Background: an optimization exercise with open tools, aiming at small area, a short achievable clock period and few clock cycles. Do not read the settings as production practice. Function was checked by simulation only, so behaviour that the tests miss may differ from the original. Power and IR drop assume default switching activity.

### flow/config.mk
export PLATFORM = sky130hd
export DESIGN_NAME = soma
export DESIGN_NICKNAME = soma
export VERILOG_FILES = /design/flow/design.v
export SDC_FILE = /design/flow/constraint.sdc
export NUM_CORES = 4
export LEC_CHECK = 0
export ABC_AREA = 1
export CAP_MARGIN = 20
export CORE_MARGIN = 2
export CORE_UTILIZATION = 40
export SLEW_MARGIN = 20
### flow/constraint.sdc
create_clock -name core_clock -period 8.0 [get_ports {clock}]
set_input_delay 1.6000 -clock core_clock [delete_from_list [all_inputs] [get_ports {clock}]]
set_output_delay 1.6000 -clock core_clock [all_outputs]
set_load 0.01 [all_outputs]
### flow/design.v
module soma
(
    input clock, reset, start, op,
    input [31:0] data_a, data_b,
    output [31:0] data_o,
    output busy, ready
);
    wire [24:0] v_d;
    wire rnd_d, sgn_d;
    wire [7:0] e_d;
    soma_add add (.op(op), .a(data_a), .b(data_b),
                  .v(v_d), .rnd(rnd_d), .e(e_d), .sgn(sgn_d));
    reg [24:0] v_q;
    reg rnd_q, sgn_q;
    reg [7:0] e_q;
    always @(posedge clock or posedge reset) begin
        if (reset) begin
            v_q <= 25'd0;
            rnd_q <= 1'b0;
            e_q <= 8'd0;
            sgn_q <= 1'b0;
        end else if (start) begin
            v_q <= v_d;
            rnd_q <= rnd_d;
            e_q <= e_d;
            sgn_q <= sgn_d;
        end
    end
    soma_norm norm (.v(v_q), .rnd(rnd_q), .e(e_q), .sgn(sgn_q), .o(data_o));
    assign ready = 1'b1;
    assign busy = 1'b0;
endmodule
module soma_add
(
    input op,
    input [31:0] a, b,
    output [24:0] v,
    output rnd,
    output [7:0] e,
    output sgn
);
    wire [7:0] ea = a[30:23], eb = b[30:23];
    wire sa = a[31], sb = b[31];
    wire [8:0] dab = {1'b0, ea} - {1'b0, eb};
    wire [7:0] dba = eb - ea;
    wire e_lt = ea < eb;
    wire e_eq = (ea == eb);
    wire f_gt = a[22:0] > b[22:0];
    wire abig = ~e_lt & (~e_eq | f_gt);
    wire [7:0] d = e_lt ? dba : dab[7:0];
    wire sub = (op != (sa == sb));
    wire dD = ({1'b0, ea} >= {1'b0, eb} + 9'd233) | ({1'b0, eb} >= {1'b0, ea} + 9'd233);
    wire regB = ~dD & (d >= 8'd105);   
    wire sel_x = ~e_lt ^ dD;
    wire sel_a = e_eq ? f_gt : sel_x;
    wire [23:0] P = sel_a ? {1'b1, a[22:0]} : {1'b1, b[22:0]};
    wire [23:0] Qx = sel_x ? {1'b1, b[22:0]} : {1'b1, a[22:0]};
    wire [23:0] Q0 = f_gt ? {1'b1, b[22:0]} : {1'b1, a[22:0]};
    wire [7:0] eP = sel_x ? ea : eb;
    wire [7:0] eS = e_lt ? ea : eb;
    wire [7:0] sh = sel_x ? dab[7:0] : dba;
    wire [6:0] dn = ~d[6:0];           
    reg [23:0] mask;
    integer i;
    always @* begin
        for (i = 0; i < 24; i = i + 1)
            mask[i] = ~regB | (~d[7] & (dn >= i));
    end
    wire [23:0] Pm = P & mask;
    wire zero_p = regB & ~|Pm;
    reg [22:0] zs;
    always @* begin
        zs[0] = (d <= 8'd129);
        for (i = 1; i < 23; i = i + 1)
            zs[i] = ({1'b0, d} <= 9'd104 + i);
    end
    wire spec = zero_p | (dD & sub);
    wire [22:0] frac_s = sub ? (dD ? 23'h7FFFFF : zs) : 23'd0;
    wire [7:0] exp_s = sub ? eS + 8'd104 : eS;
    wire sh_big = |sh[7:5];
    wire [24:0] rin = (sh_big | (dD & sub)) ? 25'd0 : {Qx, 1'b0};
    wire [24:0] s16 = sh[4] ? {16'd0, rin[24:16]} : rin;
    wire [24:0] s8 = sh[3] ? {8'd0, s16[24:8]} : s16;
    wire [24:0] s4 = sh[2] ? {4'd0, s8[24:4]} : s8;
    wire [24:0] s2 = sh[1] ? {2'd0, s4[24:2]} : s4;
    wire [24:0] s1 = sh[0] ? {1'd0, s2[24:1]} : s2;
    wire [24:0] sout = e_eq ? {Q0, 1'b0} : s1;
    wire sticky = sh_big | (sh[4] & |rin[15:0]) | (sh[3] & |s16[7:0])
                | (sh[2] & |s8[3:0]) | (sh[1] & |s4[1:0]) | (sh[0] & s2[0]);
    wire [25:0] X;
    soma_ks26 adder (.x({1'b0, spec ? {1'b1, frac_s} : Pm, 1'b0}),
                     .y({1'b0, sout} ^ {26{sub}}),
                     .ci(sub & (spec | ~sticky)), .s(X));
    assign v = X[25:1];
    assign rnd = ~spec & X[0] & (d > 8'd2) & ~dD;
    assign e = (spec ? exp_s : eP) - 8'd24;
    assign sgn = (sa == sb) ? (op ? sa : (abig ? sa : ~sb))
                            : (op ? (abig ? sa : sb) : sa);
endmodule
module soma_norm
(
    input [24:0] v,
    input rnd,
    input [7:0] e,
    input sgn,
    output [31:0] o
);
    wire [4:0] lz;                     
    soma_lz32 lzc (.x({v, 7'h40}), .n(lz));
    wire [24:0] sv = v << lz;
    wire [22:0] frac = sv[23:1] + {22'd0, rnd};
    wire [4:0] p1 = 5'd25 - lz;
    wire [7:0] ex = e + {3'd0, p1};
    assign o = {sgn, ex, frac};
endmodule
module soma_lz32 (input [31:0] x, output [4:0] n);
    wire [15:0] v1;
    wire [15:0] z1;
    genvar i;
    generate
        for (i = 0; i < 16; i = i + 1) begin : l1
            assign v1[i] = x[2*i+1] | x[2*i];
            assign z1[i] = ~x[2*i+1];
        end
    endgenerate
    wire [7:0] v2;
    wire [15:0] z2;
    generate
        for (i = 0; i < 8; i = i + 1) begin : l2
            assign v2[i] = v1[2*i+1] | v1[2*i];
            assign z2[2*i+1] = ~v1[2*i+1];
            assign z2[2*i] = v1[2*i+1] ? z1[2*i+1] : z1[2*i];
        end
    endgenerate
    wire [3:0] v3;
    wire [11:0] z3;
    generate
        for (i = 0; i < 4; i = i + 1) begin : l3
            assign v3[i] = v2[2*i+1] | v2[2*i];
            assign z3[3*i+2] = ~v2[2*i+1];
            assign z3[3*i+1:3*i] = v2[2*i+1] ? z2[4*i+3:4*i+2] : z2[4*i+1:4*i];
        end
    endgenerate
    wire [1:0] v4;
    wire [7:0] z4;
    generate
        for (i = 0; i < 2; i = i + 1) begin : l4
            assign v4[i] = v3[2*i+1] | v3[2*i];
            assign z4[4*i+3] = ~v3[2*i+1];
            assign z4[4*i+2:4*i] = v3[2*i+1] ? z3[6*i+5:6*i+3] : z3[6*i+2:6*i];
        end
    endgenerate
    assign n = {~v4[1], v4[1] ? z4[7:4] : z4[3:0]};
endmodule
module soma_ks26 (input [25:0] x, y, input ci, output [25:0] s);
    wire [25:0] p = x ^ y;
    wire [25:0] g0 = x & y;
    wire [25:0] G0 = {g0[25:1], g0[0] | (p[0] & ci)};
    wire [25:0] P0 = p;
    wire [25:0] G1, P1, G2, P2, G3, P3, G4, P4, G5, P5;
    genvar i;
    generate
        for (i = 0; i < 26; i = i + 1) begin : k1
            if (i >= 1) begin
                assign G1[i] = G0[i] | (P0[i] & G0[i-1]);
                assign P1[i] = P0[i] & P0[i-1];
            end else begin
                assign G1[i] = G0[i]; assign P1[i] = P0[i];
            end
            if (i >= 2) begin
                assign G2[i] = G1[i] | (P1[i] & G1[i-2]);
                assign P2[i] = P1[i] & P1[i-2];
            end else begin
                assign G2[i] = G1[i]; assign P2[i] = P1[i];
            end
            if (i >= 4) begin
                assign G3[i] = G2[i] | (P2[i] & G2[i-4]);
                assign P3[i] = P2[i] & P2[i-4];
            end else begin
                assign G3[i] = G2[i]; assign P3[i] = P2[i];
            end
            if (i >= 8) begin
                assign G4[i] = G3[i] | (P3[i] & G3[i-8]);
                assign P4[i] = P3[i] & P3[i-8];
            end else begin
                assign G4[i] = G3[i]; assign P4[i] = P3[i];
            end
            if (i >= 16) begin
                assign G5[i] = G4[i] | (P4[i] & G4[i-16]);
            end else begin
                assign G5[i] = G4[i];
            end
        end
    endgenerate
    assign s = p ^ {G5[24:0], ci};
endmodule
### flow/flow/run.sh
#!/bin/bash
set -euo pipefail
bash standard.sh ADDER_MAP_FILE= "BUFFER_PORTS_ARGS=-buffer_cell sky130_fd_sc_hd__buf_2" finish > make.log 2>&1
### flow/standard.sh
#!/bin/bash
# synth_recipe.tcl (not shown) runs the flow's synth.tcl, then flattens the netlist and writes it again
# the make line also repeats each setting of config.mk as NAME=value (left out here)
make -C /OpenROAD-flow-scripts/flow DESIGN_CONFIG=/design/flow/config.mk WORK_HOME=/design/flow/orfs CLKGATE_MAP_FILE= SYNTH_SCRIPT=/design/flow/synth_recipe.tcl "${@:-finish}"
==> run_results.csv, run 1 <==
group,metric,value,unit
logic_synthesis,post_synth_and_or_nand_nor_area_fraction,0.583,
worst_setup_path,critPathCaptureType,"output port",
logic_synthesis,async_flop_share,1.00,
worst_setup_path,critical-path-top-delay-family,"simple AND/OR/NAND/NOR gates",
sta,setup_violations,0,
cts,cts-root-buf,"sky130_fd_sc_hd__clkbuf_16",
logic_synthesis,synth_enable_flop_cells,0,
logic_synthesis,synth_largest_type_area_fraction,0.276,
logic_synthesis,syn_inst,2297,
logic_synthesis,postSynthAreaPerCell,4.97,µm²
global_route,global_route.peak_usage_layer,"met2",
worst_setup_path,critical_path.startpoint_type,"register",
routing,post-route-drc-count,0,
worst_setup_path,critPathRequiredTime,6400,ps
die,floorplan.die.height,173,µm
placed_design,hpwl,35.9,mm
routing,drt-vias-per-instance,5.50,
worst_setup_path,crit_path_top_delay_cell,"sky130_fd_sc_hd__nand2_2",
cts,worst_setup_hold_path_clk_slew,60,ps
logic_synthesis,synth_top_cell_by_area,"sky130_fd_sc_hd__nand2_1",
worst_hold_path,min_to,"sgn_q",
logic_synthesis,post-synth-top-count-cell,"sky130_fd_sc_hd__nand2_1",
global_route,maximum_number_of_pins_on_one_net_before_global_route_repair,59,
cts,cts-buffers-inserted,5,
logic_synthesis,combinational_family_with_the_most_area_after_synthesis,"simple AND/OR/NAND/NOR gates",
routing,drt_iter0_markers,1450,
sta,layout_setup_ws,720,ps
logic_synthesis,post_syn_nets,2365,
cells_and_area,nNetsFinal,2396,
worst_setup_path,setup.reg_to_reg.worst_slack,7230,ps
cts,clock_latency,280,ps
worst_setup_path,crit-reg2reg-launch,"v_q[3]",
worst_setup_path,rr_worst_depth,2,
global_route,globalRoute.totalOverflow,0,
die,die_width,173,µm
logic_synthesis,synth.cell_area,0.0114,mm²
global_route,grtUsageMet1,0.369,
run_status,result_of_the_run,"no timing/DRC/antenna violations",
sta,final_period_minus_worst_setup_slack,7280,ps
sta,worst_slew_margin_rel,0.400,
worst_setup_path,max_fo_critical_path,28,
logic_synthesis,synthAdderAreaFrac,0,
sta,fin_crit_sh,0.910,
die,die-area,0.0299,mm²
worst_setup_path,criticalPathCategory,"reg -> out",
logic_synthesis,synth_cell_types,58,
die,design.core.area,0.0279,mm²
run,cap_violations,0,
logic_synthesis,synth.yosys.warnings,2,
worst_setup_path,worstPathArrival,5680,ps
worst_setup_path,worst_path_most_repeated_cell,"sky130_fd_sc_hd__nand2_2",
die,fp-row-count,61,
sta,number_of_hold_violations_in_the_final_report,0,
die,io_pins,102,
die,floorplan.initialDensity,0.408,
logic_synthesis,yosysSeqAreaShare,0.0768,
routing,via_count,14900,
cells_and_area,drive_above_1_share,0.120,
global_route,total_routing_usage_reported_by_global_routing,0.275,
global_route,globalRouteMet3Util,0.0275,
global_route,grt.met2_usage,0.470,
worst_setup_path,path_buf_inv,3,
cells_and_area,n_antenna_cell,0,
cts,htreeDepth,2,
worst_hold_path,holdPathStages,2,
routing,detailedRoute.firstPassIterationCount,6,
power,report.power.total,3.43,mW
worst_setup_path,r2r_end,"v_q[3]",
placed_design,numPortBuffers,99,
worst_hold_path,worst_hold_path_startpoint,"sgn_q",
logic_synthesis,netlist_top_cells_count,"sky130_fd_sc_hd__nand2_1, sky130_fd_sc_hd__nand3_1, sky130_fd_sc_hd__inv_1, sky130_fd_sc_hd__nor2_1, sky130_fd_sc_hd__o21ai_0",
power,maximum_resistive_drop_on_vdd,0.155,mV
sta,worstMarginPinSlew,899,ps
cells_and_area,area_growth_syn_to_layout,6.82,%
global_route,initial_antenna_violation_count,0,
logic_synthesis,synth_compound_area_frac,0.159,
logic_synthesis,synth_xor_area_frac,0.0361,
routing,drt.antenna.violating_nets,0,
cts,number_of_sinks_driven_by_the_clock_tree,35,
cts,tritoncts,"yes",
global_route,grt_pass1_vias,13000,
cts,clock_tree.buffer_depth,2,
worst_hold_path,timing.hold.worst.class,"reg -> reg",
logic_synthesis,netlist_top_cells_area,"sky130_fd_sc_hd__nand2_1, sky130_fd_sc_hd__nand3_1, sky130_fd_sc_hd__inv_1, sky130_fd_sc_hd__dfrtp_1, sky130_fd_sc_hd__o21ai_0",
sta,achievable-frequency,137,MHz
global_route,grt_first_pass_wirelength,67.8,mm
sta,rsz0062_at_grt,"false",
sta,timing.clock.skew,0,ps
sta,fin_tns_setup,0,ps
logic_synthesis,synth_top_flop_cell,"sky130_fd_sc_hd__dfrtp_1",
sta,report.final.slew_viol_count,0,
logic_synthesis,synth_mux_area_frac,0.00614,
cts,hold_buffers,0,
logic_synthesis,synth-seq-cells,35,
power,leakage_power,6.75,nW
worst_setup_path,slowest_cell_delay_on_critical_path,470,ps
routing,routed_wl,43.0,mm
placed_design,detailedPlace.worstSlack,623,ps
placed_design,place_congestion,1.00,
power,power-per-cell-area,281,mW/mm²
routing,avgRoutedWirePerCell,15.9,µm
[flip-flops by register name, summed over array words and instances (netlist names)]
signal / count
rnd_q: 1
sgn_q: 1
v_q: 25
e_q: 8
[cells in the final DEF (no fill, tap or decap), types with 3 or more instances in the layout]
master | synthesis | routed
sky130_fd_sc_hd__o211ai_1 | 21 | 21
sky130_fd_sc_hd__or2_2 | 9 | 9
sky130_fd_sc_hd__o21ai_2 | 16 | 16
sky130_fd_sc_hd__inv_2 | 50 | 50
sky130_fd_sc_hd__inv_1 | 236 | 236
sky130_fd_sc_hd__o22ai_1 | 6 | 6
sky130_fd_sc_hd__nor2_4 | 7 | 8
sky130_fd_sc_hd__nand2_4 | 5 | 5
sky130_fd_sc_hd__nand3b_1 | 5 | 5
sky130_fd_sc_hd__buf_2 | 27 | 99
sky130_fd_sc_hd__nor2_1 | 165 | 165
sky130_fd_sc_hd__nor3_1 | 15 | 15
sky130_fd_sc_hd__nand2_2 | 29 | 29
sky130_fd_sc_hd__dfrtp_1 | 35 | 35
sky130_fd_sc_hd__a21oi_1 | 60 | 60
sky130_fd_sc_hd__o21ai_1 | 25 | 25
sky130_fd_sc_hd__o21bai_1 | 7 | 7
sky130_fd_sc_hd__xor2_1 | 37 | 36
sky130_fd_sc_hd__o31ai_1 | 3 | 3
sky130_fd_sc_hd__clkbuf_16 | 0 | 5
sky130_fd_sc_hd__nand4_1 | 48 | 48
sky130_fd_sc_hd__a31oi_1 | 12 | 12
sky130_fd_sc_hd__nand3_2 | 9 | 9
sky130_fd_sc_hd__o21ai_0 | 141 | 141
sky130_fd_sc_hd__nand3_1 | 353 | 353
sky130_fd_sc_hd__buf_4 | 12 | 14
sky130_fd_sc_hd__mux2i_1 | 7 | 7
sky130_fd_sc_hd__nor2_2 | 21 | 20
sky130_fd_sc_hd__xnor2_1 | 10 | 10
sky130_fd_sc_hd__nand2_1 | 840 | 840
[layer usage]
| layer | vias to the layer above | wire length [µm] |
|---|---|---|
| li1 | 7508 | - |
| met1 | 6735 | 19100 |
| met2 | 569 | 19700 |
| met3 | 84 | 2920 |
| met4 | 0 | 1200 |
| met5 | - | 0 |
[stage by stage]
step / util / hold WS [ps] / cells / area (µm²)
after floorplan: - / 451 / 2297 / 11400
after global placement: 0.430 / 480 / 2699 / 12000
after detailed placement: 0.430 / 480 / 2699 / 12000
after CTS: 0.436 / 494 / 2707 / 12200
after global routing: 0.436 / 517 / 2707 / 12200
final: 0.436 / 494 / 2707 / 12200
[cell type report]
type / count / area, µm²
Clock buffer: 6 / 139
Clock inverter: 2 / 35.0
Fill cell: 3290 / 15800
Inverter: 287 / 1080
Multi-Input combinational cell: 1886 / 8980
Sequential cell: 35 / 876
Tap cell: 378 / 473
Timing Repair Buffer: 113 / 601
[worst max-delay path by stage]
stage	startpoint	endpoint	slack (ps)	cells past startpoint
after floorplan	v_q[24]	data_o[22]	2480	31
after global placement	data_b[26]	v_q[23]	700	34
after detailed placement	data_b[26]	v_q[23]	620	34
after CTS	v_q[24]	data_o[22]	570	30
after global routing	v_q[24]	data_o[22]	20	30
final	v_q[24]	data_o[22]	720	30
[tightest hold or removal path, stage by stage (launching register included)]
cell and delay [ps]:
sky130_fd_sc_hd__dfrtp_1 340, sky130_fd_sc_hd__nand2_1 60, sky130_fd_sc_hd__nand2_1 60
[logic make-up after synthesis]
family | count (synthesis)
other cells | 2
buf+inv | 376
mux | 7
compound gates | 312
flops | 35
simple gates | 1518
xor+xnor | 47
[power by group]
part	switching (mW)	internal [mW]	total, mW
Clock	0.0721	0.155	0.227
Combinational	1.97	0.913	2.89
Sequential	0.0685	0.247	0.316
[timing repair]
item | 4_1_cts | 5_1_grt
setup buffers | 0 | 0
resized for setup | 0 | 1
hold endpoints to repair | 0 | 0
endpoints found under the setup margin | 0 | 2
Testbench counts, summed over its fixed seeds: cycles 3,208.
==> run 2: changes to the inputs <==
--- a/flow/design.v
+++ b/flow/design.v
@@ -52,12 +52,12 @@
     wire dD = ({1'b0, ea} >= {1'b0, eb} + 9'd233) | ({1'b0, eb} >= {1'b0, ea} + 9'd233);
     wire regB = ~dD & (d >= 8'd105);   
-    wire sel_x = ~e_lt ^ dD;
-    wire sel_a = e_eq ? f_gt : sel_x;
+    wire sel_a = e_eq ? f_gt : ~e_lt ^ dD;
     wire [23:0] P = sel_a ? {1'b1, a[22:0]} : {1'b1, b[22:0]};
-    wire [23:0] Qx = sel_x ? {1'b1, b[22:0]} : {1'b1, a[22:0]};
-    wire [23:0] Q0 = f_gt ? {1'b1, b[22:0]} : {1'b1, a[22:0]};
-    wire [7:0] eP = sel_x ? ea : eb;
+    wire [23:0] ai = {1'b1, a[22:0]} ^ {24{sub}};
+    wire [23:0] bi = {1'b1, b[22:0]} ^ {24{sub}};
+    wire [23:0] Qi = sel_a ? bi : ai;
+    wire [7:0] eP = sel_a ? ea : eb;
     wire [7:0] eS = e_lt ? ea : eb;
-    wire [7:0] sh = sel_x ? dab[7:0] : dba;
+    wire [7:0] sh = sel_a ? dab[7:0] : dba;
     wire [6:0] dn = ~d[6:0];           
     reg [23:0] mask;
@@ -79,17 +79,17 @@
     wire [7:0] exp_s = sub ? eS + 8'd104 : eS;
     wire sh_big = |sh[7:5];
-    wire [24:0] rin = (sh_big | (dD & sub)) ? 25'd0 : {Qx, 1'b0};
-    wire [24:0] s16 = sh[4] ? {16'd0, rin[24:16]} : rin;
-    wire [24:0] s8 = sh[3] ? {8'd0, s16[24:8]} : s16;
-    wire [24:0] s4 = sh[2] ? {4'd0, s8[24:4]} : s8;
-    wire [24:0] s2 = sh[1] ? {2'd0, s4[24:2]} : s4;
-    wire [24:0] s1 = sh[0] ? {1'd0, s2[24:1]} : s2;
-    wire [24:0] sout = e_eq ? {Q0, 1'b0} : s1;
-    wire sticky = sh_big | (sh[4] & |rin[15:0]) | (sh[3] & |s16[7:0])
-                | (sh[2] & |s8[3:0]) | (sh[1] & |s4[1:0]) | (sh[0] & s2[0]);
+    wire [24:0] fill = {25{sub}};
+    wire [24:0] rin = (sh_big | (dD & sub)) ? fill : {Qi, sub};
+    wire [24:0] s16 = sh[4] ? {fill[15:0], rin[24:16]} : rin;
+    wire [24:0] s8 = sh[3] ? {fill[7:0], s16[24:8]} : s16;
+    wire [24:0] s4 = sh[2] ? {fill[3:0], s8[24:4]} : s8;
+    wire [24:0] s2 = sh[1] ? {fill[1:0], s4[24:2]} : s4;
+    wire [24:0] sout = sh[0] ? {fill[0], s2[24:1]} : s2;
+    wire allone = ~sh_big & (~sh[4] | &rin[15:0]) & (~sh[3] | &s16[7:0])
+                & (~sh[2] | &s8[3:0]) & (~sh[1] | &s4[1:0]) & (~sh[0] | s2[0]);
     wire [25:0] X;
     soma_ks26 adder (.x({1'b0, spec ? {1'b1, frac_s} : Pm, 1'b0}),
-                     .y({1'b0, sout} ^ {26{sub}}),
-                     .ci(sub & (spec | ~sticky)), .s(X));
+                     .y({sub, sout}),
+                     .ci(sub & (spec | allone)), .s(X));
     assign v = X[25:1];
     assign rnd = ~spec & X[0] & (d > 8'd2) & ~dD;
@@ -109,5 +109,6 @@
     soma_lz32 lzc (.x({v, 7'h40}), .n(lz));
     wire [24:0] sv = v << lz;
-    wire [22:0] frac = sv[23:1] + {22'd0, rnd};
+    wire [22:0] inc = (v[24] ? v[23:1] : v[22:0]) + {22'd0, rnd};
+    wire [22:0] frac = (v[24] | v[23]) ? inc : {sv[23:2], rnd};
     wire [4:0] p1 = 5'd25 - lz;
     wire [7:0] ex = e + {3'd0, p1};
--- a/flow/config.mk
+++ b/flow/config.mk
@@ -10,3 +10,4 @@
 export CORE_MARGIN = 2
 export CORE_UTILIZATION = 40
+export SETUP_SLACK_MARGIN = 2.0
 export SLEW_MARGIN = 20
==> run 2 against run 1 <==
  * Still clean on timing, DRC and antenna
  * Sequential share of layout area is 1.3 points lower
  * Combinational power is 43% higher
  * Critical path depth is 8 higher
  * Largest power group unchanged
==> run_results.csv, run 2 <==
group,metric,value,unit
power,power.share.combinational,0.877,
run_status,result_of_the_run,"no timing/DRC/antenna violations",
cells_and_area,finish.utilization,0.520,
cells_and_area,n_antenna_cell,0,
cells_and_area,fill_cells,3059,
cells_and_area,nNetsFinal,2580,
sta,final_period_minus_worst_setup_slack,5890,ps
logic_synthesis,synth_largest_type_area_fraction,0.285,
sta,fin_crit_sh,0.737,
logic_synthesis,post-synth-top-count-cell,"sky130_fd_sc_hd__nand2_1",
global_route,initial_antenna_violation_count,0,
power,maximum_resistive_drop_on_vdd,0.121,mV
routing,avgRoutedWirePerCell,17.0,µm
routing,via_count,16300,
die,fp-row-count,62,
power,power.clock.fraction,0.049,
cells_and_area,drive_above_1_share,0.250,
routing,drt_iter0_markers,1649,
global_route,grt_pass1_vias,14200,
sta,report.final.slew_viol_count,0,
cells_and_area,largest_registers,"v_q x25, e_q x8",
worst_hold_path,timing.hold.worst.class,"reg -> reg",
logic_synthesis,postSynthAreaPerCell,4.90,µm²
cts,cts-root-buf,"sky130_fd_sc_hd__clkbuf_16",
logic_synthesis,async_flop_share,1.00,
logic_synthesis,synth_enable_flop_cells,0,
cells_and_area,final_cell_mix,"sky130_fd_sc_hd__nand2_1, sky130_fd_sc_hd__nand3_1, sky130_fd_sc_hd__inv_1",
power,power.switching_fraction,0.618,
routing,drt-vias-per-instance,5.61,
sta,worst_slew_margin_rel,0.369,
placed_design,hpwl,36.9,mm
logic_synthesis,synth.cell_area,0.0116,mm²
global_route,grt_first_pass_wirelength,75.0,mm
logic_synthesis,yosysSeqAreaShare,0.0755,
logic_synthesis,synth_top_flop_cell,"sky130_fd_sc_hd__dfrtp_1",
worst_setup_path,critPathRequiredTime,6400,ps
worst_hold_path,worst_hold_path_startpoint,"sgn_q",
placed_design,numPortBuffers,99,
logic_synthesis,synth_cell_types,64,
cts,clock_latency,290,ps
worst_setup_path,worstPathArrival,4290,ps
cells_and_area,largest_register_ff_count,25,
logic_synthesis,post_syn_nets,2436,
cts,clock_tree.buffer_depth,2,
routing,routed_wl,49.1,mm
cells_and_area,mostFrequentLayoutCell,"sky130_fd_sc_hd__nand2_1",
worst_setup_path,criticalPathCategory,"reg -> out",
worst_setup_path,critical_path.startpoint_type,"register",
placed_design,place_congestion,1.00,
routing,post-route-drc-count,0,
cells_and_area,area_growth_syn_to_layout,28.3,%
die,io_pins,102,
cts,number_of_sinks_driven_by_the_clock_tree,35,
die,floorplan.initialDensity,0.405,
worst_setup_path,max_fo_critical_path,8,
worst_setup_path,path_buf_inv,12,
sta,setup_violations,0,
run,cap_violations,0,
logic_synthesis,netlist_top_cells_count,"sky130_fd_sc_hd__nand2_1, sky130_fd_sc_hd__nand3_1, sky130_fd_sc_hd__inv_1, sky130_fd_sc_hd__nor2_1, sky130_fd_sc_hd__o21ai_0",
worst_setup_path,crit_path_top_delay_cell,"sky130_fd_sc_hd__dfrtp_2",
logic_synthesis,synth-seq-cells,35,
logic_synthesis,synth_top_cell_by_area,"sky130_fd_sc_hd__nand2_1",
global_route,maximum_number_of_pins_on_one_net_before_global_route_repair,50,
routing,detailedRoute.firstPassIterationCount,5,
cells_and_area,largest_register,"v_q",
cts,tritoncts,"yes",
cts,worst_setup_hold_path_clk_slew,60,ps
worst_setup_path,critPathCaptureType,"output port",
die,die_width,174,µm
sta,number_of_hold_violations_in_the_final_report,0,
worst_setup_path,crit_start,"v_q[24]",
power,intPower,1.80,mW
worst_setup_path,worst_path_most_repeated_cell,"sky130_fd_sc_hd__nor2_2",
sta,achievable-frequency,170,MHz
power,sequentialPowerShare,0.073,
sta,fin_tns_setup,0,ps
sta,worstMarginPinSlew,940,ps
cts,hold_buffers,0,
routing,drt.antenna.violating_nets,0,
global_route,total_routing_usage_reported_by_global_routing,0.304,
die,die-area,0.0304,mm²
worst_setup_path,setup.reg_to_reg.worst_slack,6960,ps
cts,htreeDepth,2,
worst_setup_path,slowest_cell_delay_on_critical_path,440,ps
worst_setup_path,crit-reg2reg-launch,"v_q[24]",
logic_synthesis,synth.yosys.warnings,2,
logic_synthesis,netlist_top_cells_area,"sky130_fd_sc_hd__nand2_1, sky130_fd_sc_hd__nand3_1, sky130_fd_sc_hd__inv_1, sky130_fd_sc_hd__dfrtp_1, sky130_fd_sc_hd__o21ai_0",
logic_synthesis,syn_inst,2368,
die,design.core.area,0.0286,mm²
sta,timing.clock.skew,0,ps
global_route,globalRoute.totalOverflow,0,
sta,rsz0062_at_grt,"true",
cts,cts-buffers-inserted,5,
worst_setup_path,critical-path-top-delay-family,"simple AND/OR/NAND/NOR gates",
power,power_switching,2.91,mW
power,leakage_power,7.83,nW
power,power-per-cell-area,316,mW/mm²
die,floorplan.die.height,174,µm
==> run 2: cell types whose count changed after synthesis, sizes merged, moves of 6 or more <==
cell	previous run	this run
nand3	362	385
a21oi	62	54
nand2	875	918
inv	287	294
nor2	193	217
nand4	50	22
clkinv	0	6
xor2	37	19
o211ai	23	32
nor3	16	10
==> run 2: worst paths after layout <==
check                             endpoint  cells after the start
worst min register to register       sgn_q                      2
worst max register to register     v_q[24]                      3
max in group asynchronous          v_q[24]                      3
worst max-delay path            data_o[22]                     38
min in group asynchronous           e_q[6]                      3
worst min-delay path                 sgn_q                      2
==> run 2: final cells by class <==
type / count / area, µm² / area share
well taps: 384 / 480 / 0.0323
repair inverters: 6 / 41.3 / 0.00277
repair buffers: 224 / 1720 / 0.115
flip-flops and latches: 35 / 877 / 0.0589
clock inverters: 2 / 35.0 / 0.00235
multi-input cells: 1940 / 10400 / 0.696
inverters: 300 / 1230 / 0.0827
clock buffers: 6 / 139 / 0.00933
==> run 2: worst register-to-register path: stages (launching register included) <==
cell                        delay [ps]
sky130_fd_sc_hd__dfrtp_2           440
sky130_fd_sc_hd__bufbuf_16         300
sky130_fd_sc_hd__nand2_1            70
sky130_fd_sc_hd__nand2_1           100
==> run 2: power groups by stage <==
stage / combinational, mW / sequential, mW / clock, mW
2_1_floorplan: 2.46 / 0.310 / 0
3_3_place_gp: 3.41 / 0.335 / 0
3_5_place_dp: 3.41 / 0.336 / 0
4_1_cts: 3.58 / 0.338 / 0.236
5_1_grt: 4.52 / 0.358 / 0.241
6_report: 4.12 / 0.345 / 0.232
==> run 2: stage by stage <==
stage | hold WS [ps] | instance area, µm² | setup slack (ps) | std cells | power (mW)
3_3_place_gp | 469 | 12200 | 807 | 2772 | 3.75
4_1_cts | 480 | 13200 | 2000 | 2822 | 4.16
5_1_grt | 535 | 14900 | 1640 | 2897 | 5.12
3_5_place_dp | 468 | 12200 | 780 | 2772 | 3.74
2_1_floorplan | 450 | 11600 | 2660 | 2368 | 2.77
6_report | 483 | 14900 | 2110 | 2897 | 4.70
==> run 2: logic make-up (layout without fill, tap and decap cells) <==
family | Yosys count | in the layout | synth area share
and+or+nand+nor | 1580 | 1584 | 0.594
buffers and inverters | 397 | 538 | 0.143
AOI/OAI and AO/OA | 326 | 326 | 0.165
DFF | 35 | 35 | 0.0755
xor gates and xnor gates | 26 | 26 | 0.0196
other | 2 | 2 | 0.000647
muxes | 2 | 2 | 0.00173
==> run 2: layer usage <==
metal,vias to the layer above,track usage,share of wire
li1,7950,-,-
met1,7368,0.413,0.42
met2,807,0.490,0.45
met3,138,0.0223,0.076
met4,0,0.136,0.048
met5,-,0,0
==> run 2: timing repair <==
item,in CTS,in global routing
setup buffers,32,71
setup endpoints to repair,57,44
cloned,10,4
pin swaps,16,96
resized for setup,93,322
Testbench counts of run 2, summed over its fixed seeds: cycles 3,208.
==> run 3: changes to the inputs <==
--- a/flow/design.v
+++ b/flow/design.v
@@ -44,5 +44,5 @@
     wire [8:0] dab = {1'b0, ea} - {1'b0, eb};
     wire [7:0] dba = eb - ea;
-    wire e_lt = ea < eb;
+    wire e_lt = dab[8];
     wire e_eq = (ea == eb);
     wire f_gt = a[22:0] > b[22:0];
@@ -50,5 +50,5 @@
     wire [7:0] d = e_lt ? dba : dab[7:0];
     wire sub = (op != (sa == sb));
-    wire dD = ({1'b0, ea} >= {1'b0, eb} + 9'd233) | ({1'b0, eb} >= {1'b0, ea} + 9'd233);
+    wire dD = e_lt ? (dba >= 8'd233) : (dab[7:0] >= 8'd233);
     wire regB = ~dD & (d >= 8'd105);   
     wire sel_a = e_eq ? f_gt : ~e_lt ^ dD;
@@ -156,42 +156,24 @@
 module soma_ks26 (input [25:0] x, y, input ci, output [25:0] s);
     wire [25:0] p = x ^ y;
-    wire [25:0] g0 = x & y;
-    wire [25:0] G0 = {g0[25:1], g0[0] | (p[0] & ci)};
-    wire [25:0] P0 = p;
-    wire [25:0] G1, P1, G2, P2, G3, P3, G4, P4, G5, P5;
-    genvar i;
-    generate
-        for (i = 0; i < 26; i = i + 1) begin : k1
-            if (i >= 1) begin
-                assign G1[i] = G0[i] | (P0[i] & G0[i-1]);
-                assign P1[i] = P0[i] & P0[i-1];
-            end else begin
-                assign G1[i] = G0[i]; assign P1[i] = P0[i];
-            end
-            if (i >= 2) begin
-                assign G2[i] = G1[i] | (P1[i] & G1[i-2]);
-                assign P2[i] = P1[i] & P1[i-2];
-            end else begin
-                assign G2[i] = G1[i]; assign P2[i] = P1[i];
-            end
-            if (i >= 4) begin
-                assign G3[i] = G2[i] | (P2[i] & G2[i-4]);
-                assign P3[i] = P2[i] & P2[i-4];
-            end else begin
-                assign G3[i] = G2[i]; assign P3[i] = P2[i];
-            end
-            if (i >= 8) begin
-                assign G4[i] = G3[i] | (P3[i] & G3[i-8]);
-                assign P4[i] = P3[i] & P3[i-8];
-            end else begin
-                assign G4[i] = G3[i]; assign P4[i] = P3[i];
-            end
-            if (i >= 16) begin
-                assign G5[i] = G4[i] | (P4[i] & G4[i-16]);
-            end else begin
-                assign G5[i] = G4[i];
+    wire [25:0] g = x & y;
+    reg [25:0] G [0:5];
+    reg [25:0] Pp [0:5];
+    integer k, i, j;
+    always @* begin
+        G[0] = {g[25:1], g[0] | (p[0] & ci)};
+        Pp[0] = p;
+        for (k = 1; k <= 5; k = k + 1) begin
+            for (i = 0; i < 26; i = i + 1) begin
+                j = ((i >> (k - 1)) << (k - 1)) - 1;
+                if (((i >> (k - 1)) & 1) == 1) begin
+                    G[k][i] = G[k-1][i] | (Pp[k-1][i] & G[k-1][j]);
+                    Pp[k][i] = Pp[k-1][i] & Pp[k-1][j];
+                end else begin
+                    G[k][i] = G[k-1][i];
+                    Pp[k][i] = Pp[k-1][i];
+                end
             end
         end
-    endgenerate
-    assign s = p ^ {G5[24:0], ci};
+    end
+    assign s = p ^ {G[5][24:0], ci};
 endmodule
--- a/flow/config.mk
+++ b/flow/config.mk
@@ -10,4 +10,4 @@
 export CORE_MARGIN = 2
 export CORE_UTILIZATION = 40
-export SETUP_SLACK_MARGIN = 2.0
+export SETUP_SLACK_MARGIN = 1.4
 export SLEW_MARGIN = 20
==> run 3 against run 2 <==
  * Still clean
  * Clock skew is the same
  * Die area shrank 9.5%
  * Synthesized cell count shrank 10%
  * Critical endpoint is now data_o[30]
  * Largest cell class unchanged
==> run_results.csv, run 3 <==
group,metric,value,unit
run_status,result_of_the_run,"no timing/DRC/antenna violations",
logic_synthesis,synth.cell_area,0.0105,mm²
worst_setup_path,critPathRequiredTime,6400,ps
cts,worst_setup_hold_path_clk_slew,50,ps
placed_design,place_congestion,0.996,
sta,final_period_minus_worst_setup_slack,6210,ps
die,fp-row-count,59,
die,io_pins,102,
placed_design,placed_area,0.0110,mm²
global_route,grt_pass1_vias,12300,
worst_setup_path,critPathCaptureType,"output port",
sta,fin_crit_sh,0.776,
logic_synthesis,post_syn_nets,2189,
routing,drt-vias-per-instance,5.51,
placed_design,hpwl,31.2,mm
cells_and_area,drive_above_1_share,0.124,
sta,achievable-frequency,161,MHz
global_route,maximum_number_of_pins_on_one_net_before_global_route_repair,83,
cells_and_area,sequential_cell_area,877,µm²
sta,number_of_hold_violations_in_the_final_report,0,
cts,cts-root-buf,"sky130_fd_sc_hd__clkbuf_16",
routing,post-route-drc-count,0,
cells_and_area,final_cell_mix,"sky130_fd_sc_hd__nand2_1, sky130_fd_sc_hd__nand3_1, sky130_fd_sc_hd__inv_1",
logic_synthesis,synth.yosys.warnings,5,
cts,hold_buffers,0,
power,power-per-cell-area,332,mW/mm²
cells_and_area,area_growth_syn_to_layout,11.1,%
power,leakage_power,6.23,nW
worst_hold_path,timing.hold.worst.class,"reg -> reg",
sta,hold_slack,492,ps
power,maximum_resistive_drop_on_vdd,0.221,mV
logic_synthesis,synth-seq-cells,35,
logic_synthesis,postSynthAreaPerCell,4.94,µm²
sta,report.final.slew_viol_count,0,
cells_and_area,mostFrequentLayoutCell,"sky130_fd_sc_hd__nand2_1",
worst_setup_path,criticalPathCategory,"reg -> out",
worst_setup_path,critical-path-top-delay-family,"simple AND/OR/NAND/NOR gates",
routing,avgRoutedWirePerCell,15.9,µm
worst_setup_path,worstPathArrival,4610,ps
sta,worstMarginPinSlew,951,ps
cells_and_area,n_antenna_cell,0,
worst_setup_path,critical_path.startpoint_type,"register",
global_route,initial_antenna_violation_count,0,
cts,clock_latency,280,ps
cells_and_area,nNetsFinal,2236,
logic_synthesis,post-synth-top-count-cell,"sky130_fd_sc_hd__nand2_1",
sta,worst_slew_margin_rel,0.366,
worst_setup_path,max_fo_critical_path,26,
cts,htreeDepth,2,
worst_setup_path,setup.reg_to_reg.worst_slack,7130,ps
die,die_width,166,µm
logic_synthesis,synth_top_flop_cell,"sky130_fd_sc_hd__dfrtp_1",
logic_synthesis,synth_enable_flop_cells,0,
routing,drt.antenna.violating_nets,0,
logic_synthesis,syn_inst,2121,
cells_and_area,largest_registers,"v_q x25, e_q x8",
sta,timing.clock.skew,0,ps
placed_design,detailedPlace.worstSlack,823,ps
die,design.core.area,0.0259,mm²
worst_setup_path,slowest_cell_delay_on_critical_path,430,ps
worst_setup_path,crit_path_top_delay_cell,"sky130_fd_sc_hd__dfrtp_2",
placed_design,placed_cells_incl_taps,2476,
logic_synthesis,synth_cell_types,62,
sta,layout_setup_ws,1790,ps
logic_synthesis,synth_top_cell_by_area,"sky130_fd_sc_hd__nand2_1",
die,floorplan.initialDensity,0.404,
global_route,grt_first_pass_wirelength,62.9,mm
sta,fin_tns_setup,0,ps
cells_and_area,final_instance_count_without_filler_cells,2503,
logic_synthesis,netlist_top_cells_count,"sky130_fd_sc_hd__nand2_1, sky130_fd_sc_hd__nand3_1, sky130_fd_sc_hd__inv_1, sky130_fd_sc_hd__nor2_1, sky130_fd_sc_hd__o21ai_0",
run,cap_violations,0,
cts,cts-buffers-inserted,5,
cells_and_area,largest_register_ff_count,25,
logic_synthesis,yosysSeqAreaShare,0.0836,
placed_design,numPortBuffers,99,
worst_setup_path,worst_path_most_repeated_cell,"sky130_fd_sc_hd__inv_1",
cts,number_of_sinks_driven_by_the_clock_tree,35,
logic_synthesis,async_flop_share,1.00,
worst_setup_path,path_buf_inv,9,
sta,setup_violations,0,
cells_and_area,largest_register,"v_q",
sta,rsz0062_at_grt,"true",
cells_and_area,fill_cells,2917,
cts,clock_tree.buffer_depth,2,
logic_synthesis,netlist_top_cells_area,"sky130_fd_sc_hd__nand2_1, sky130_fd_sc_hd__nand3_1, sky130_fd_sc_hd__dfrtp_1, sky130_fd_sc_hd__inv_1, sky130_fd_sc_hd__o21ai_0",
cells_and_area,multi_input_comb_area,0.00841,mm²
logic_synthesis,synth_largest_type_area_fraction,0.290,
routing,drt_iter0_markers,1371,
cells_and_area,layout.cell_area.non_filler,0.0116,mm²
cells_and_area,finish.utilization,0.449,
die,die-area,0.0275,mm²
cts,tritoncts,"yes",
routing,via_count,13800,
global_route,globalRoute.totalOverflow,0,
routing,detailedRoute.firstPassIterationCount,6,
die,floorplan.die.height,166,µm
power,report.power.total,3.86,mW
global_route,total_routing_usage_reported_by_global_routing,0.274,
routing,routed_wl,39.7,mm
## run 3: cell count changes after synthesis, moves of 14 or more
cell,delta
sky130_fd_sc_hd__nand2_1,-74
sky130_fd_sc_hd__a21oi_1,-20
sky130_fd_sc_hd__nand3_1,-33
sky130_fd_sc_hd__nor2_2,-16
sky130_fd_sc_hd__o21ai_1,+14
sky130_fd_sc_hd__inv_1,-57
sky130_fd_sc_hd__nor2_1,-38
## run 3: worst min-delay path: cells and delay by family (launching register included)
kind	cells	cell delay, ps
DFF	1	340
AOI/OAI and AO/OA	1	60
and+or+nand+nor	1	50
## run 3: final timing paths
kind                       startpoint         end  cells past startpoint
hold reg to reg                e_q[4]      e_q[4]                      2
min in group asynchronous       reset      e_q[5]                      3
setup / recovery              v_q[24]  data_o[30]                     25
max in group asynchronous       reset     v_q[24]                      3
setup reg to reg              v_q[24]     v_q[24]                      3
hold / removal                 e_q[4]      e_q[4]                      2
## run 3: final cells by class
type	count	area share
clock buffers	6	0.0119
clock inverters	1	0.000430
inverters	238	0.0779
multi-input cells	1754	0.723
flip-flops and latches	35	0.0754
well taps	335	0.0360
repair buffers	132	0.0747
repair inverters	2	0.00108
## run 3: kinds of logic after synthesis
family / share of synthesized area
buffers and inverters: 0.135
multiplexers: 0.00478
XOR/XNOR: 0.0134
flip-flops: 0.0836
other: 0.000717
AND/OR/NAND/NOR: 0.581
AO/OA/AOI/OAI: 0.181
## run 3: routing by layer
metal	global-route usage	up-vias	routed length, µm
li1	-	7019	-
met1	0.391	6161	18400
met2	0.441	550	17500
met3	0.0398	62	3010
met4	0.0541	0	762
met5	0	-	0
## run 3: repair_timing
action                                  CTS  global route
resized for setup                         4            54
gates cloned                              1             5
pin swaps                                 1             9
setup buffers                             0            14
endpoints found under the setup margin   23            41
## run 3: where the power goes
group / leakage, nW / internal (mW) / switching, mW
Sequential: 0.419 / 0.255 / 0.0885
Clock: 0.0727 / 0.121 / 0.0729
Combinational: 5.74 / 1.09 / 2.23
Total: 6.23 / 1.46 / 2.40
Testbench counts of run 3, summed over its fixed seeds: cycles 3,208.
==> run 4: changes to the inputs <==
--- a/flow/config.mk
+++ b/flow/config.mk
@@ -10,4 +10,4 @@
 export CORE_MARGIN = 2
 export CORE_UTILIZATION = 40
-export SETUP_SLACK_MARGIN = 1.4
+export SETUP_SLACK_MARGIN = 2.0
 export SLEW_MARGIN = 20
==> run 4 against run 3 <==
  * Still clean
  * Global-route usage grew 0.97 points
  * Sequential share of layout area shrank 1.2 points
  * Worst setup slack gained 230 ps
==> run_results.csv, run 4 <==
group,metric,value,unit
sta,worstMarginPinSlew,960,ps
cts,hold_buffers,0,
placed_design,hpwl,31.2,mm
global_route,maximum_number_of_pins_on_one_net_before_global_route_repair,56,
worst_setup_path,criticalPathCategory,"reg -> out",
sta,achievable-frequency,167,MHz
cells_and_area,n_antenna_cell,0,
die,die_width,166,µm
routing,post-route-drc-count,0,
worst_setup_path,critPathCaptureType,"output port",
cts,cts-buffers-inserted,5,
logic_synthesis,synth.cell_area,0.0105,mm²
placed_design,numPortBuffers,99,
worst_setup_path,critPathRequiredTime,6400,ps
cells_and_area,area_growth_syn_to_layout,31.8,%
logic_synthesis,synth_top_flop_cell,"sky130_fd_sc_hd__dfrtp_1",
logic_synthesis,netlist_top_cells_count,"sky130_fd_sc_hd__nand2_1, sky130_fd_sc_hd__nand3_1, sky130_fd_sc_hd__inv_1, sky130_fd_sc_hd__nor2_1, sky130_fd_sc_hd__o21ai_0",
sta,final_period_minus_worst_setup_slack,5970,ps
routing,avgRoutedWirePerCell,16.8,µm
cells_and_area,largest_registers,"v_q x25, e_q x8",
power,power_switching,2.63,mW
worst_setup_path,worstPathArrival,4370,ps
routing,drt.antenna.violating_nets,0,
cts,number_of_sinks_driven_by_the_clock_tree,35,
die,floorplan.initialDensity,0.404,
worst_hold_path,worst_hold_path_startpoint,"e_q[4]",
cells_and_area,nNetsFinal,2349,
power,sequentialPowerShare,0.079,
power,power.switching_fraction,0.602,
sta,report.final.slew_viol_count,0,
worst_setup_path,crit_start,"v_q[24]",
logic_synthesis,post-synth-top-count-cell,"sky130_fd_sc_hd__nand2_1",
global_route,grt_first_pass_wirelength,65.0,mm
power,leakage_power,7.15,nW
worst_setup_path,slowest_cell_delay_on_critical_path,430,ps
logic_synthesis,async_flop_share,1.00,
logic_synthesis,synth_enable_flop_cells,0,
cts,htreeDepth,2,
logic_synthesis,synth.yosys.warnings,5,
global_route,globalRoute.totalOverflow,0,
sta,number_of_hold_violations_in_the_final_report,0,
routing,via_count,14700,
logic_synthesis,synth_largest_type_area_fraction,0.290,
worst_setup_path,crit_path_top_delay_cell,"sky130_fd_sc_hd__dfrtp_2",
die,io_pins,102,
sta,setup_violations,0,
global_route,initial_antenna_violation_count,0,
die,design.core.area,0.0259,mm²
sta,timing.clock.skew,0,ps
worst_setup_path,crit-reg2reg-launch,"v_q[24]",
run,cap_violations,0,
cells_and_area,drive_above_1_share,0.249,
logic_synthesis,yosysSeqAreaShare,0.0836,
sta,fin_crit_sh,0.746,
logic_synthesis,synth-seq-cells,35,
cts,worst_setup_hold_path_clk_slew,50,ps
cells_and_area,mostFrequentLayoutCell,"sky130_fd_sc_hd__nand2_1",
placed_design,place_congestion,0.996,
power,intPower,1.73,mW
worst_setup_path,max_fo_critical_path,26,
power,power.share.combinational,0.876,
worst_hold_path,timing.hold.worst.class,"reg -> reg",
cts,cts-root-buf,"sky130_fd_sc_hd__clkbuf_16",
logic_synthesis,synth_cell_types,62,
cells_and_area,final_cell_mix,"sky130_fd_sc_hd__nand2_1, sky130_fd_sc_hd__nand3_1, sky130_fd_sc_hd__inv_1",
power,power.clock.fraction,0.045,
power,report.power.total,4.36,mW
cells_and_area,largest_register,"v_q",
logic_synthesis,post_syn_nets,2189,
routing,detailedRoute.firstPassIterationCount,6,
die,die-area,0.0275,mm²
cts,tritoncts,"yes",
die,fp-row-count,59,
worst_setup_path,critical_path.startpoint_type,"register",
global_route,total_routing_usage_reported_by_global_routing,0.284,
sta,hold_slack,491,ps
routing,drt_iter0_markers,1383,
sta,worst_slew_margin_rel,0.352,
worst_setup_path,worst_path_most_repeated_cell,"sky130_fd_sc_hd__inv_1",
cts,clock_latency,280,ps
cells_and_area,largest_register_ff_count,25,
routing,drt-vias-per-instance,5.61,
global_route,grt_pass1_vias,12600,
logic_synthesis,synth_top_cell_by_area,"sky130_fd_sc_hd__nand2_1",
die,floorplan.die.height,166,µm
logic_synthesis,syn_inst,2121,
sta,fin_tns_setup,0,ps
logic_synthesis,netlist_top_cells_area,"sky130_fd_sc_hd__nand2_1, sky130_fd_sc_hd__nand3_1, sky130_fd_sc_hd__dfrtp_1, sky130_fd_sc_hd__inv_1, sky130_fd_sc_hd__o21ai_0",
cts,clock_tree.buffer_depth,2,
power,power-per-cell-area,316,mW/mm²
logic_synthesis,postSynthAreaPerCell,4.94,µm²
sta,rsz0062_at_grt,"true",
power,maximum_resistive_drop_on_vdd,0.241,mV
run_status,result_of_the_run,"no timing/DRC/antenna violations",
routing,routed_wl,43.9,mm
==> run 4: cell counts after synthesis <==
Identical to the previous run, type by type.
==> run 4: worst max-delay path: cells and delay by family (launching register included) <==
| family | cells | cell delay, ps |
|---|---|---|
| compound gates | 2 | 320 |
| xor+xnor | 2 | 310 |
| buf+inv | 10 | 1330 |
| simple gates | 12 | 1700 |
| flops | 1 | 430 |
==> run 4: stage by stage <==
| step | worst slack [ps] | cells | cell area (µm²) | util |
|---|---|---|---|---|
| 2_1_floorplan | 2720 | 2121 | 10500 | - |
| 3_3_place_gp | 1010 | 2476 | 11000 | 0.425 |
| 3_5_place_dp | 823 | 2476 | 11000 | 0.425 |
| 4_1_cts | 2000 | 2510 | 11700 | 0.451 |
| 5_1_grt | 1610 | 2616 | 13800 | 0.533 |
| 6_report | 2030 | 2616 | 13800 | 0.533 |
==> run 4: repair_timing <==
item	in CTS	in global routing
pin swaps	15	106
setup buffers	20	89
setup endpoints to repair	54	42
hold endpoints to repair	0	0
gates cloned	7	17
resized for setup	52	313
==> run 4: cell type report <==
| class | instances | area [µm²] |
|---|---|---|
| repair buffers | 239 | 2040 |
| clock inverters | 1 | 5.00 |
| repair inverters | 3 | 23.8 |
| well taps | 335 | 419 |
| clock buffers | 6 | 139 |
| flip-flops and latches | 35 | 877 |
| fillers | 2709 | 12100 |
| multi-input cells | 1759 | 9350 |
| inverters | 238 | 945 |
==> run 4: logic make-up after synthesis <==
| family | synth area share |
|---|---|
| simple gates | 0.581 |
| buf+inv | 0.135 |
| compound gates | 0.181 |
| flops | 0.0836 |
| other cells | 0.000717 |
| xor+xnor | 0.0134 |
| mux | 0.00478 |
==> run 4: metal layers <==
layer / vias up / GRT usage / routed length, µm
met2: 634 / 0.458 / 19600
met4: 0 / 0.0624 / 1420
met3: 103 / 0.0417 / 3650
li1: 7269 / - / -
met1: 6667 / 0.400 / 19200
met5: - / 0 / 0
==> run 4: worst paths after layout <==
kind	to	slack, ps	cells past startpoint
min	e_q[4]	490	2
max reg2reg	v_q[24]	6890	4
min reg2reg	e_q[4]	490	2
max in group asynchronous	v_q[24]	6250	3
max	data_o[30]	2030	26
min in group asynchronous	e_q[5]	1410	3
==> run 4: power by group through the flow <==
stage	sequential [mW]	combinational [mW]	clock, mW
2_1_floorplan	0.313	2.34	0
3_5_place_dp	0.340	3.16	0
6_report	0.344	3.82	0.195
5_1_grt	0.356	4.21	0.207
4_1_cts	0.341	3.29	0.197
3_3_place_gp	0.340	3.15	0
==> run 5: changes to the inputs <==
--- a/flow/config.mk
+++ b/flow/config.mk
@@ -10,4 +10,4 @@
 export CORE_MARGIN = 2
 export CORE_UTILIZATION = 40
-export SETUP_SLACK_MARGIN = 2.0
+export SETUP_SLACK_MARGIN = 1.7
 export SLEW_MARGIN = 20
==> run 5 against run 4 <==
  * Sequential power about the same
  * Sequential cell count is the same
  * Global-route usage decreased by 0.72 points
  * Maximum frequency decreased by 2.6%
  * Critical path depth fell by 6
  * Non-clock buffer count fell by 78
  * Critical path type unchanged
  * Largest cell class unchanged
==> run_results.csv, run 5 <==
group,metric,value,unit
run_status,result_of_the_run,"no timing/DRC/antenna violations",
cts,htreeDepth,2,
die,fp-row-count,59,
cts,cts-root-buf,"sky130_fd_sc_hd__clkbuf_16",
worst_setup_path,critPathRequiredTime,6400,ps
cts,clock_latency,280,ps
die,floorplan.initialDensity,0.404,
die,die-area,0.0275,mm²
routing,post-route-drc-count,0,
cells_and_area,final_cell_mix,"sky130_fd_sc_hd__nand2_1, sky130_fd_sc_hd__nand3_1, sky130_fd_sc_hd__inv_1",
logic_synthesis,combinational_family_with_the_most_area_after_synthesis,"simple AND/OR/NAND/NOR gates",
sta,achievable-frequency,163,MHz
logic_synthesis,synth_top_flop_cell,"sky130_fd_sc_hd__dfrtp_1",
worst_setup_path,criticalPathCategory,"reg -> out",
worst_setup_path,critical_path.startpoint_type,"register",
logic_synthesis,synth.yosys.warnings,5,
global_route,grt_first_pass_wirelength,63.4,mm
worst_setup_path,critPathCaptureType,"output port",
placed_design,placed_area,0.0110,mm²
logic_synthesis,synth.cell_area,0.0105,mm²
power,power_switching,2.47,mW
logic_synthesis,synth_xor_area_frac,0.0134,
placed_design,place_congestion,0.996,
sta,worstMarginPinSlew,952,ps
routing,detailedRoute.firstPassIterationCount,6,
cts,hold_buffers,0,
cells_and_area,layout.cell_area.non_filler,0.0122,mm²
cts,number_of_sinks_driven_by_the_clock_tree,35,
power,maximum_resistive_drop_on_vdd,0.220,mV
power,power.clock.fraction,0.048,
sta,number_of_hold_violations_in_the_final_report,0,
global_route,initial_antenna_violation_count,0,
logic_synthesis,post_synth_and_or_nand_nor_area_fraction,0.581,
cts,clock_tree.buffer_depth,2,
die,die_width,166,µm
logic_synthesis,synth_top_cell_by_area,"sky130_fd_sc_hd__nand2_1",
power,sequentialPowerShare,0.086,
routing,drt_iter0_markers,1470,
routing,avgRoutedWirePerCell,16.1,µm
worst_setup_path,worstPathArrival,4530,ps
logic_synthesis,netlist_top_cells_area,"sky130_fd_sc_hd__nand2_1, sky130_fd_sc_hd__nand3_1, sky130_fd_sc_hd__dfrtp_1, sky130_fd_sc_hd__inv_1, sky130_fd_sc_hd__o21ai_0",
cells_and_area,area_growth_syn_to_layout,16.1,%
global_route,grt_pass1_vias,12300,
sta,report.final.slew_viol_count,0,
power,power.share.combinational,0.865,
global_route,total_routing_usage_reported_by_global_routing,0.276,
logic_synthesis,synth-seq-cells,35,
logic_synthesis,synth_mux_area_frac,0.00478,
logic_synthesis,async_flop_share,1.00,
sta,worst_slew_margin_rel,0.365,
logic_synthesis,synth_cell_types,62,
cells_and_area,drive_above_1_share,0.158,
logic_synthesis,syn_inst,2121,
cells_and_area,largest_registers,"v_q x25, e_q x8",
die,design.core.area,0.0259,mm²
cells_and_area,largest_register,"v_q",
logic_synthesis,post_syn_nets,2189,
placed_design,hpwl,31.2,mm
logic_synthesis,synthAdderAreaFrac,0,
logic_synthesis,post-synth-top-count-cell,"sky130_fd_sc_hd__nand2_1",
cts,cts-buffers-inserted,5,
sta,fin_tns_setup,0,ps
routing,drt.antenna.violating_nets,0,
cts,tritoncts,"yes",
power,leakage_power,6.45,nW
routing,drt-vias-per-instance,5.54,
global_route,globalRoute.totalOverflow,0,
placed_design,numPortBuffers,99,
cts,worst_setup_hold_path_clk_slew,50,ps
worst_hold_path,timing.hold.worst.class,"reg -> reg",
sta,timing.clock.skew,0,ps
power,power.switching_fraction,0.615,
sta,setup_violations,0,
die,io_pins,102,
routing,via_count,14000,
sta,final_period_minus_worst_setup_slack,6130,ps
run,cap_violations,0,
logic_synthesis,yosysSeqAreaShare,0.0836,
logic_synthesis,synth_largest_type_area_fraction,0.290,
logic_synthesis,netlist_top_cells_count,"sky130_fd_sc_hd__nand2_1, sky130_fd_sc_hd__nand3_1, sky130_fd_sc_hd__inv_1, sky130_fd_sc_hd__nor2_1, sky130_fd_sc_hd__o21ai_0",
logic_synthesis,postSynthAreaPerCell,4.94,µm²
cells_and_area,nNetsFinal,2268,
sta,fin_crit_sh,0.767,
logic_synthesis,synth_compound_area_frac,0.181,
power,intPower,1.55,mW
global_route,maximum_number_of_pins_on_one_net_before_global_route_repair,56,
logic_synthesis,synth_enable_flop_cells,0,
cells_and_area,mostFrequentLayoutCell,"sky130_fd_sc_hd__nand2_1",
cells_and_area,n_antenna_cell,0,
power,power-per-cell-area,330,mW/mm²
routing,routed_wl,40.7,mm
worst_setup_path,max_fo_critical_path,29,
sta,rsz0062_at_grt,"true",
cells_and_area,largest_register_ff_count,25,
die,floorplan.die.height,166,µm
==> run 5: cell counts after synthesis <==
Identical to the previous run, type by type.
==> run 5: repair_timing <==
action | CTS | global route
gates cloned | 3 | 10
pin swaps | 2 | 38
setup buffers | 2 | 37
gates resized for setup | 21 | 111
setup endpoints to repair | 48 | 40
==> run 5: stage by stage <==
step	hold WS, ps	util	std cells	total power [mW]	worst slack [ps]
after floorplan	450	-	2121	2.66	2720
final	490	0.469	2535	4.01	1870
after detailed placement	481	0.425	2476	3.50	823
after global routing	519	0.469	2535	4.44	1460
after global placement	472	0.425	2476	3.49	1010
after CTS	494	0.437	2488	3.75	1700
==> run 5: power groups by stage <==
stage               Clock, mW  Combinational [mW]  Sequential, mW
floorplan                   0                2.34           0.313
global placement            0                3.15           0.340
detailed placement          0                3.16           0.340
CTS                     0.197                3.21           0.341
global route            0.206                3.87           0.359
finish                  0.194                3.47           0.347
==> run 5: worst paths after layout <==
path / startpoint / end / slack [ps] / cells after the start
worst max register to register: v_q[24] / v_q[24] / 7000 / 4
min in group asynchronous: reset / e_q[5] / 1410 / 3
worst min register to register: e_q[4] / e_q[4] / 490 / 2
worst max-delay path: v_q[24] / data_o[22] / 1870 / 20
max in group asynchronous: reset / v_q[24] / 6250 / 3
worst min-delay path: e_q[4] / e_q[4] / 490 / 2
==> run 5: metal layers <==
layer | part of all wire | GRT usage
met5 | 0 | 0
met4 | 0.022 | 0.0571
met2 | 0.44 | 0.446
met3 | 0.077 | 0.0417
met1 | 0.46 | 0.391
==> run 5: layout make-up <==
type,count,area (µm²)
multi-input cells,1757,8630
clock inverters,1,5.00
inverters,238,908
repair buffers,161,1170
clock buffers,6,139
well taps,335,419
repair inverters,2,15.0
flip-flops and latches,35,877
fillers,2891,13800
==> run 5: logic make-up after synthesis <==
logic type / after synthesis
DFF: 35
buffers and inverters: 333
xor gates and xnor gates: 16
muxes: 5
AOI/OAI and AO/OA: 318
other: 2
and+or+nand+nor: 1412
==> run 5: worst max-delay path: stages (launching register included) <==
cell and delay, ps:
sky130_fd_sc_hd__dfrtp_2 410, sky130_fd_sc_hd__buf_4 140, sky130_fd_sc_hd__nor2_4 30, sky130_fd_sc_hd__clkinv_1 40, sky130_fd_sc_hd__buf_4 290, sky130_fd_sc_hd__nor3_2 100, sky130_fd_sc_hd__inv_1 90, sky130_fd_sc_hd__nor4_2 50
sky130_fd_sc_hd__inv_1 170, sky130_fd_sc_hd__nor2_1 70, sky130_fd_sc_hd__a2111oi_0 710, sky130_fd_sc_hd__nand2_2 370, sky130_fd_sc_hd__buf_4 340, sky130_fd_sc_hd__o21ai_0 320, sky130_fd_sc_hd__mux2i_1 120, sky130_fd_sc_hd__inv_1 90
sky130_fd_sc_hd__o21ai_0 140, sky130_fd_sc_hd__a221oi_1 340, sky130_fd_sc_hd__o22a_1 180, sky130_fd_sc_hd__o211ai_1 80, sky130_fd_sc_hd__buf_2 160
==> run 6: changes to the inputs <==
--- a/flow/config.mk
+++ b/flow/config.mk
@@ -10,4 +10,4 @@
 export CORE_MARGIN = 2
 export CORE_UTILIZATION = 40
-export SETUP_SLACK_MARGIN = 1.7
+export SETUP_SLACK_MARGIN = 1.0
 export SLEW_MARGIN = 20
==> run 6 against run 5 <==
  * Still clean
  * Clock-buffer cell count is the same
  * Non-clock buffer count decreased by 44
  * Clock power is essentially flat
  * Core utilization decreased by 3.4 points
  * Critical path depth is 5 higher
  * Worst setup slack worse by 430 ps
  * Die area did not move
  * Sequential share of layout area increased by 0.55 points
  * Clock skew did not move
  * Critical path type unchanged
  * Critical endpoint is now data_o[30]
==> run_results.csv, run 6 <==
group,metric,value,unit
run_status,result_of_the_run,"no timing/DRC/antenna violations",
logic_synthesis,synth-seq-cells,35,
power,power-per-cell-area,336,mW/mm²
cells_and_area,largest_register,"v_q",
sta,final_period_minus_worst_setup_slack,6560,ps
cells_and_area,mostFrequentLayoutCell,"sky130_fd_sc_hd__nand2_1",
global_route,globalRoute.totalOverflow,0,
cts,cts-root-buf,"sky130_fd_sc_hd__clkbuf_16",
worst_setup_path,critPathCaptureType,"output port",
routing,post-route-drc-count,0,
power,sequentialPowerShare,0.091,
logic_synthesis,postSynthAreaPerCell,4.94,µm²
routing,via_count,13600,
sta,number_of_hold_violations_in_the_final_report,0,
die,die-area,0.0275,mm²
logic_synthesis,netlist_top_cells_area,"sky130_fd_sc_hd__nand2_1, sky130_fd_sc_hd__nand3_1, sky130_fd_sc_hd__dfrtp_1, sky130_fd_sc_hd__inv_1, sky130_fd_sc_hd__o21ai_0",
worst_setup_path,rr_worst_depth,3,
worst_setup_path,crit_start,"v_q[24]",
logic_synthesis,async_flop_share,1.00,
die,io_pins,102,
sta,rsz0062_at_grt,"false",
global_route,grt_pass1_vias,12300,
worst_setup_path,max_fo_critical_path,26,
die,floorplan.initialDensity,0.404,
global_route,global_route.peak_usage_layer,"met2",
cts,htreeDepth,2,
die,fp-row-count,59,
cts,clock_tree.buffer_depth,2,
routing,routed_wl,38.6,mm
power,power_switching,2.36,mW
global_route,grtUsageMet1,0.390,
cts,worst_setup_hold_path_clk_slew,50,ps
sta,timing.clock.skew,0,ps
placed_design,numPortBuffers,99,
global_route,grt_first_pass_wirelength,62.8,mm
placed_design,hpwl,31.2,mm
logic_synthesis,synth.yosys.warnings,5,
routing,drt.antenna.violating_nets,0,
logic_synthesis,synth_largest_type_area_fraction,0.290,
logic_synthesis,synth_cell_types,62,
global_route,grt.met2_usage,0.439,
cells_and_area,nNetsFinal,2219,
power,power.share.combinational,0.858,
logic_synthesis,synth_top_cell_by_area,"sky130_fd_sc_hd__nand2_1",
logic_synthesis,post_syn_nets,2189,
cts,tritoncts,"yes",
cts,cts-buffers-inserted,5,
sta,report.final.slew_viol_count,0,
cells_and_area,final_cell_mix,"sky130_fd_sc_hd__nand2_1, sky130_fd_sc_hd__nand3_1, sky130_fd_sc_hd__inv_1",
placed_design,place_congestion,0.996,
global_route,globalRouteMet3Util,0.0393,
logic_synthesis,netlist_top_cells_count,"sky130_fd_sc_hd__nand2_1, sky130_fd_sc_hd__nand3_1, sky130_fd_sc_hd__inv_1, sky130_fd_sc_hd__nor2_1, sky130_fd_sc_hd__o21ai_0",
sta,setup_violations,0,
cells_and_area,largest_register_ff_count,25,
worst_setup_path,critPathRequiredTime,6400,ps
worst_setup_path,crit-reg2reg-launch,"v_q[24]",
worst_hold_path,timing.hold.worst.class,"reg -> reg",
power,intPower,1.42,mW
cells_and_area,n_antenna_cell,0,
power,leakage_power,6.10,nW
cts,number_of_sinks_driven_by_the_clock_tree,35,
routing,detailedRoute.firstPassIterationCount,7,
cells_and_area,largest_registers,"v_q x25, e_q x8",
cells_and_area,area_growth_syn_to_layout,7.74,%
logic_synthesis,synth_enable_flop_cells,0,
sta,fin_crit_sh,0.821,
worst_setup_path,endpoint,"data_o[30]",
worst_setup_path,criticalPathCategory,"reg -> out",
sta,worst_slew_margin_rel,0.301,
power,power.clock.fraction,0.051,
sta,layout_setup_ws,1440,ps
die,die_width,166,µm
logic_synthesis,yosysSeqAreaShare,0.0836,
global_route,initial_antenna_violation_count,0,
cells_and_area,finish.utilization,0.436,
logic_synthesis,post-synth-top-count-cell,"sky130_fd_sc_hd__nand2_1",
logic_synthesis,synth_top_flop_cell,"sky130_fd_sc_hd__dfrtp_1",
worst_setup_path,setup.reg_to_reg.worst_slack,7120,ps
cells_and_area,drive_above_1_share,0.112,
logic_synthesis,syn_inst,2121,
cts,clock_latency,280,ps
die,floorplan.die.height,166,µm
cells_and_area,fill_cells,2939,
global_route,total_routing_usage_reported_by_global_routing,0.273,
worst_setup_path,r2r_end,"v_q[24]",
power,maximum_resistive_drop_on_vdd,0.220,mV
routing,drt-vias-per-instance,5.47,
logic_synthesis,synth.cell_area,0.0105,mm²
routing,drt_iter0_markers,1258,
routing,avgRoutedWirePerCell,15.5,µm
worst_setup_path,critical_path.startpoint_type,"register",
sta,worstMarginPinSlew,1040,ps
power,power.switching_fraction,0.624,
die,design.core.area,0.0259,mm²
placed_design,detailedPlace.worstSlack,823,ps
sta,fin_tns_setup,0,ps
global_route,maximum_number_of_pins_on_one_net_before_global_route_repair,83,
run,cap_violations,0,
sta,achievable-frequency,152,MHz
worst_setup_path,worstPathArrival,4960,ps
-- run 6: kinds of logic after synthesis --
kind of cell,count (synthesis),share of synthesized area
AO/OA/AOI/OAI,318,0.181
other,2,0.000717
buffers and inverters,333,0.135
flip-flops,35,0.0836
AND/OR/NAND/NOR,1412,0.581
XOR/XNOR,16,0.0134
multiplexers,5,0.00478
-- run 6: timing repair --
action | in CTS | in global routing
resized for setup | 2 | 19
setup endpoints to repair | 1 | 30
hold buffers | 0 | 0
pin swaps | 0 | 2
cloned | 0 | 1
setup buffers | 0 | 2
-- run 6: worst max-delay path, cell delays in order (launching register included) --
cell and delay (ps):
sky130_fd_sc_hd__dfrtp_1 430, sky130_fd_sc_hd__nor2_4 300, sky130_fd_sc_hd__clkinv_1 100, sky130_fd_sc_hd__buf_4 240, sky130_fd_sc_hd__nor3_1 320, sky130_fd_sc_hd__inv_1 110, sky130_fd_sc_hd__nor4_2 250, sky130_fd_sc_hd__inv_1 150
sky130_fd_sc_hd__nor2_1 360, sky130_fd_sc_hd__inv_1 210, sky130_fd_sc_hd__o211ai_1 180, sky130_fd_sc_hd__nand2_2 320, sky130_fd_sc_hd__nor2_1 270, sky130_fd_sc_hd__inv_1 180, sky130_fd_sc_hd__nand2_1 120, sky130_fd_sc_hd__nand2_1 100
sky130_fd_sc_hd__xor2_1 150, sky130_fd_sc_hd__inv_1 80, sky130_fd_sc_hd__a21oi_1 90, sky130_fd_sc_hd__nor2_1 90, sky130_fd_sc_hd__nor2_1 40, sky130_fd_sc_hd__inv_1 60, sky130_fd_sc_hd__nand2_1 60, sky130_fd_sc_hd__nor2_1 150
sky130_fd_sc_hd__xor2_1 160, sky130_fd_sc_hd__buf_2 150
-- run 6: area by class of cell --
cell class              instances  area [µm²]  share of cell area
multi-input cells            1754        8270               0.733
clock buffers                   6         139              0.0123
inverters                     238         903              0.0801
repair buffers                117         672              0.0595
clock inverters                 1        5.00            0.000444
well taps                     335         419              0.0371
flip-flops and latches         35         876              0.0776
-- run 6: routing by layer --
metal / part of all wire / wire (µm) / vias up
met2: 0.44 / 17100 / 467
met5: 0 / 0 / -
met3: 0.074 / 2850 / 56
met1: 0.47 / 18000 / 6085
li1: - / - / 6982
met4: 0.018 / 684 / 0
-- run 6: metrics by stage --
stage	hold WS, ps	power, mW	cell area (µm²)	instances
floorplan	450	2.66	10500	2121
finish	490	3.79	11300	2486
CTS	494	3.71	11200	2483
global route	519	4.21	11300	2486
global placement	472	3.49	11000	2476
detailed placement	481	3.50	11000	2476
-- run 6: power groups by stage --
stage	clock [mW]	sequential, mW	combinational, mW
finish	0.194	0.343	3.25
global route	0.206	0.355	3.65
CTS	0.197	0.338	3.17
detailed placement	0	0.340	3.16
global placement	0	0.340	3.15
floorplan	0	0.313	2.34
-- run 6: worst min path at each step --
stage / startpoint / cells past startpoint / to / slack [ps]
after CTS: e_q[4] / 2 / e_q[4] / 490
after global placement: e_q[4] / 2 / e_q[4] / 470
after detailed placement: e_q[4] / 2 / e_q[4] / 480
final: e_q[4] / 2 / e_q[4] / 490
after floorplan: sgn_q / 2 / sgn_q / 450
after global routing: e_q[4] / 2 / e_q[4] / 520

Setup slack of run 6, layout unchanged: 1.436 ns with ideal ports, 1.394 ns with driving cells assumed (clock clkbuf_16, inputs buf_2), 1.163 ns with port delays also shifted by the 0.322 ns mid clock arrival.
